This is an optimization exercise on Yosys and OpenROAD, whose aim is small area, not a production implementation. RTL that was checked went through simulation tests only; none was proved equivalent to the original. The clock port is modelled as an ideal driver; clocking choices that lean on that would not hold on a real chip.

Design Allocator, start of the top module:
module Allocator
	#(parameter MODEL_ADDR_WIDTH=10, MODEL_DATA_WIDTH=18, MODEL_LOC_SIZE=1024,
					WEIGHT_ADDR_WIDTH=11, WEIGHT_DATA_WIDTH=9, WEIGHT_LOC_SIZE=2048,
					TENSOR_ADDR_WIDTH=9, TENSOR_DATA_WIDTH=36, TENSOR_LOC_SIZE=512)
	(input clk_11MHz, input resetn,
	output reg [7:0] N,
	output reg [7:0] M,
	output reg mm_ena,
	output mm_wea,
	output [MODEL_ADDR_WIDTH-1:0] mm_addra,
	output [MODEL_DATA_WIDTH-1:0] mm_dla,
	output wm_ena_0, wm_ena_1, wm_ena_2, wm_ena_3, wm_ena_4, wm_ena_5, wm_ena_6, wm_ena_7,
	output wm_wea_0, wm_wea_1, wm_wea_2, wm_wea_3, wm_wea_4, wm_wea_5, wm_wea_6, wm_wea_7,
	output [WEIGHT_ADDR_WIDTH-1:0] wm_addra_0,
	output [WEIGHT_ADDR_WIDTH-1:0] wm_addra_1,
	output [WEIGHT_ADDR_WIDTH-1:0] wm_addra_2,
	output [WEIGHT_ADDR_WIDTH-1:0] wm_addra_3,
	output [WEIGHT_ADDR_WIDTH-1:0] wm_addra_4,
	output [WEIGHT_ADDR_WIDTH-1:0] wm_addra_5,
	output [WEIGHT_ADDR_WIDTH-1:0] wm_addra_6,
	output [WEIGHT_ADDR_WIDTH-1:0] wm_addra_7,
	output [WEIGHT_DATA_WIDTH-1:0] wm_dla_0,
	output [WEIGHT_DATA_WIDTH-1:0] wm_dla_1,
	output [WEIGHT_DATA_WIDTH-1:0] wm_dla_2,
	output [WEIGHT_DATA_WIDTH-1:0] wm_dla_3,
	output [WEIGHT_DATA_WIDTH-1:0] wm_dla_4,
	output [WEIGHT_DATA_WIDTH-1:0] wm_dla_5,
	output [WEIGHT_DATA_WIDTH-1:0] wm_dla_6,
	output [WEIGHT_DATA_WIDTH-1:0] wm_dla_7,
	output tm_ena,
	output tm_wea,
	output [TENSOR_ADDR_WIDTH-1:0] tm_addra,
	output [TENSOR_DATA_WIDTH-1:0] tm_dla,
	input [7:0] RxData,
	input valid,
	output start_sig,
	output reg [3:0] StateLED
	);
clock: 5.0 ns
lec_check: 0
abc_area: 1
cap_margin: 20
core_margin: 2
core_utilization: 70
cts_buf_list: sky130_fd_sc_hd__clkbuf_4
gpl_timing_driven: 0
slew_margin: 20
standard.sh (not shown) runs the stock make flow with config.mk's settings and CLKGATE_MAP_FILE= SYNTH_SCRIPT=/design/flow/synth_recipe.tcl, a recipe that flattens the netlist after the stock synthesis.
==> flow/flow/run.sh <==
#!/bin/bash
# The standard layout (standard.sh) with these changes:
#  - synthesis maps the logic with ABC's area mapper (flow/abc_area_map.script)
#    and without Yosys's half/full-adder extraction; registers, the synth
#    options and the flatten/rename steps are the standard flow's own (synth_recipe.tcl)
#  - each port's buffer is the smallest buffer cell
#  - the clock tree is four buf_12, each driving a quarter of the
#    flip-flops (flow/clock_tree.tcl, run as ORFS's PRE_CTS_TCL hook)
set -euo pipefail
here=$PWD
export AREA_ABC_SCRIPT=$here/flow/abc_area_map.script
{
  cat <<'TCL'
# use the area script for the technology mapping call of synth.tcl
proc abc {args} {
  set i [lsearch -exact $args -script]
  if {$i >= 0} { lset args [expr {$i + 1}] $::env(AREA_ABC_SCRIPT) }
  yosys abc {*}$args
}
TCL
  cat synth_recipe.tcl
} > area_synth.tcl
sed -e "s#SYNTH_SCRIPT=[^ ]*#SYNTH_SCRIPT=$here/area_synth.tcl ADDER_MAP_FILE=#" standard.sh > area_standard.sh
grep -q "SYNTH_SCRIPT=$here/area_synth.tcl" area_standard.sh
export BUFFER_PORTS_ARGS="-buffer_cell sky130_fd_sc_hd__buf_1"
export CTS_ARGS="-sink_clustering_enable -repair_clock_nets -buf_list sky130_fd_sc_hd__clkbuf_4 -dont_use_dummy_load"
export PRE_CTS_TCL=$here/flow/clock_tree.tcl
export PRE_GLOBAL_PLACE_TCL=$here/flow/remove_buffers.tcl
bash area_standard.sh > standard_flow.log 2>&1
Other scripts of this flow, unchanged in this note and not shown: flow/flow/abc_area_map.script, flow/flow/clock_tree.tcl, flow/flow/remove_buffers.tcl
Change:
--- a/flow/design.v
+++ b/flow/design.v
@@ -37,19 +37,19 @@
 	output start_sig,
 	output reg [3:0] StateLED
 	);
 	reg [1:0] t;
 	reg [2:0] p;
 	reg [7:0]  C;        
 	reg [7:0]  D;        
 	reg [23:0] img;      
 	reg [15:0] L;        
-	reg [2:0]  lanep;    
+	reg        rowdone;  
 	reg [15:0] rowcnt;   
 	reg [10:0] acline;   
 	reg        we;       
 	reg        lv;       
 	wire ctrl   = (t == 2'b00);
 	wire model  = (t == 2'b01);
 	wire wgt    = (t == 2'b10);
 	wire image  = (t == 2'b11);
 	wire plast  = (p == 3'd7);
@@ -94,27 +94,28 @@
 			end
 		end
 	endfunction
 	wire [16:0] Cinc17 = inc16({8'd0, C});
 	wire [7:0]  Cinc = Cinc17[7:0];
 	wire [9:0]  ibyte = {acline[1:0], C};    
 	wire [16:0] Hinc17 = inc16({8'd0, img[7:0]});
 	wire [7:0]  Hinc = Hinc17[7:0];
 	wire [16:0] Linc = inc16(L);
+	wire [16:0] Lnext = rowdone ? 17'd1 : Linc;    
 	wire [15:0] COL  = {img[15:8], img[23:16]};
-	wire rowend  = (L == COL) && (COL != 16'd0);
+	wire rowend  = rowdone ? (COL == 16'd1) : (Linc == {1'b0, COL});    
 	wire lastrow = (rowcnt == 16'd1);
 	wire mend    = (&C[7:0]) & (&img[7:0]);
 	wire iend    = (ibyte == 10'd782);
 	assign mm_wea = mm_ena;
 	assign mm_addra = {acline[7:0], ~(p[2] ^ p[1]), p[2] & ~p[1]};
 	assign mm_dla = {2'b00, img[23:16], D};
-	wire [2:0] lane = lanep - 3'd1;
+	wire [2:0] lane = L[2:0] - 3'd1;
 	wire [7:0] wsel = {8{we}} & (8'd1 << lane);
 	assign {wm_ena_7, wm_ena_6, wm_ena_5, wm_ena_4, wm_ena_3, wm_ena_2, wm_ena_1, wm_ena_0} = wsel;
 	assign {wm_wea_7, wm_wea_6, wm_wea_5, wm_wea_4, wm_wea_3, wm_wea_2, wm_wea_1, wm_wea_0} = wsel;
 	assign wm_addra_0 = acline; assign wm_addra_1 = acline;
 	assign wm_addra_2 = acline; assign wm_addra_3 = acline;
 	assign wm_addra_4 = acline; assign wm_addra_5 = acline;
 	assign wm_addra_6 = acline; assign wm_addra_7 = acline;
 	assign wm_dla_0 = {1'b0, D}; assign wm_dla_1 = {1'b0, D};
 	assign wm_dla_2 = {1'b0, D}; assign wm_dla_3 = {1'b0, D};
@@ -162,30 +163,30 @@
 				if (image && plast && FF) StateLED[3] <= 1;
 				if (model) StateLED[0] <= !(plast && FF);
 				if (wgt) StateLED[1] <= !(plast && FF);
 				if (image) StateLED[2] <= !(plast && FF);
 			end
 		end
 	end
 	always @(posedge clk_11MHz) begin
 		lv <= valid;
-		if (ReadW) lanep <= L[2:0];
-		if (valid || !ReadW) L <= (ReadW && !rowend) ? Linc[15:0] : 16'd1;
 		if (valid) begin
 			if (ReadW || !we) D <= RxData;
 			if (!ReadW) img[23:8] <= {wgt ? RxData : D, img[23:16]};
 			if (wgt || model) begin
 				if (p == 3'd0) img[7:0] <= 8'hFF;
 				else if (p == 3'd1 && (&C[7:0])) img[7:0] <= Hinc;
 			end else img[7:0] <= img[15:8];
 			if (FType) C <= 8'hFF;
 			else if (Nnum || Mnum) C <= ~RxData;
 			else if (p == 3'd1 && !ctrl) C <= Cinc;
 			if (FType) acline <= 11'h7FF;
-			else if (ReadW) acline <= inc11(acline, L[2:0] == 3'd1);
+			else if (ReadW) acline <= inc11(acline, rowdone || L[2:0] == 3'd0);
 			else if ((ReadImg && (&C)) || (model && p == 3'd1)) acline <= inc11(acline, 1'b1);
+			if (ReadW) L <= Lnext[15:0];
+			rowdone <= !ReadW || rowend;
 			if (wgt && p == 3'd1) rowcnt[15:8] <= RxData;
 			else if (wgt && p == 3'd2) rowcnt[7:0] <= RxData;
 			else if (ReadW && rowend && rowcnt != 16'd0) rowcnt <= dec16(rowcnt);
 		end
 	end
 endmodule
=>
- The changed run passed the timing, DRC and antenna checks
- core utilization is higher by 1.9 points
- via count is lower by 1.3%
- wire length is lower by 0.70%
- maximum frequency is lower by about 10%
- hold slack gets better by 0.043 ns
- global-route usage is lower by 0.17 points
- final cell count is lower by about 1%
No functional check of the RTL was part of the first run of this note.

==> separate check: timing with driven ports <==
Ports are ideal in the flow. The routed layouts listed here were re-timed in OpenROAD. Step 1 (the two cells are an assumption about what drives the block):
set clk [get_ports {clk_11MHz}]
set_driving_cell -lib_cell sky130_fd_sc_hd__clkbuf_16 $clk
set_driving_cell -lib_cell sky130_fd_sc_hd__buf_2 [delete_from_list [all_inputs] $clk]
Step 2 moves the port delays by t, midway between the first and last clock arrival at a register: inputs arrive t later, outputs are due t later. That takes back most of the time a late clock gives input paths. a / b / c = no drivers / after step 1 / after step 2; a / b = the first two.
run | t, ns | slack for setup (ns) | worst setup path at the end
the first run | 0.226 | 0.665 / 0.665 / 0.665 | register to register
the second run | 0.225 | 0.207 / 0.207 / 0.207 | register to register
After both steps every run listed still meets setup and hold.
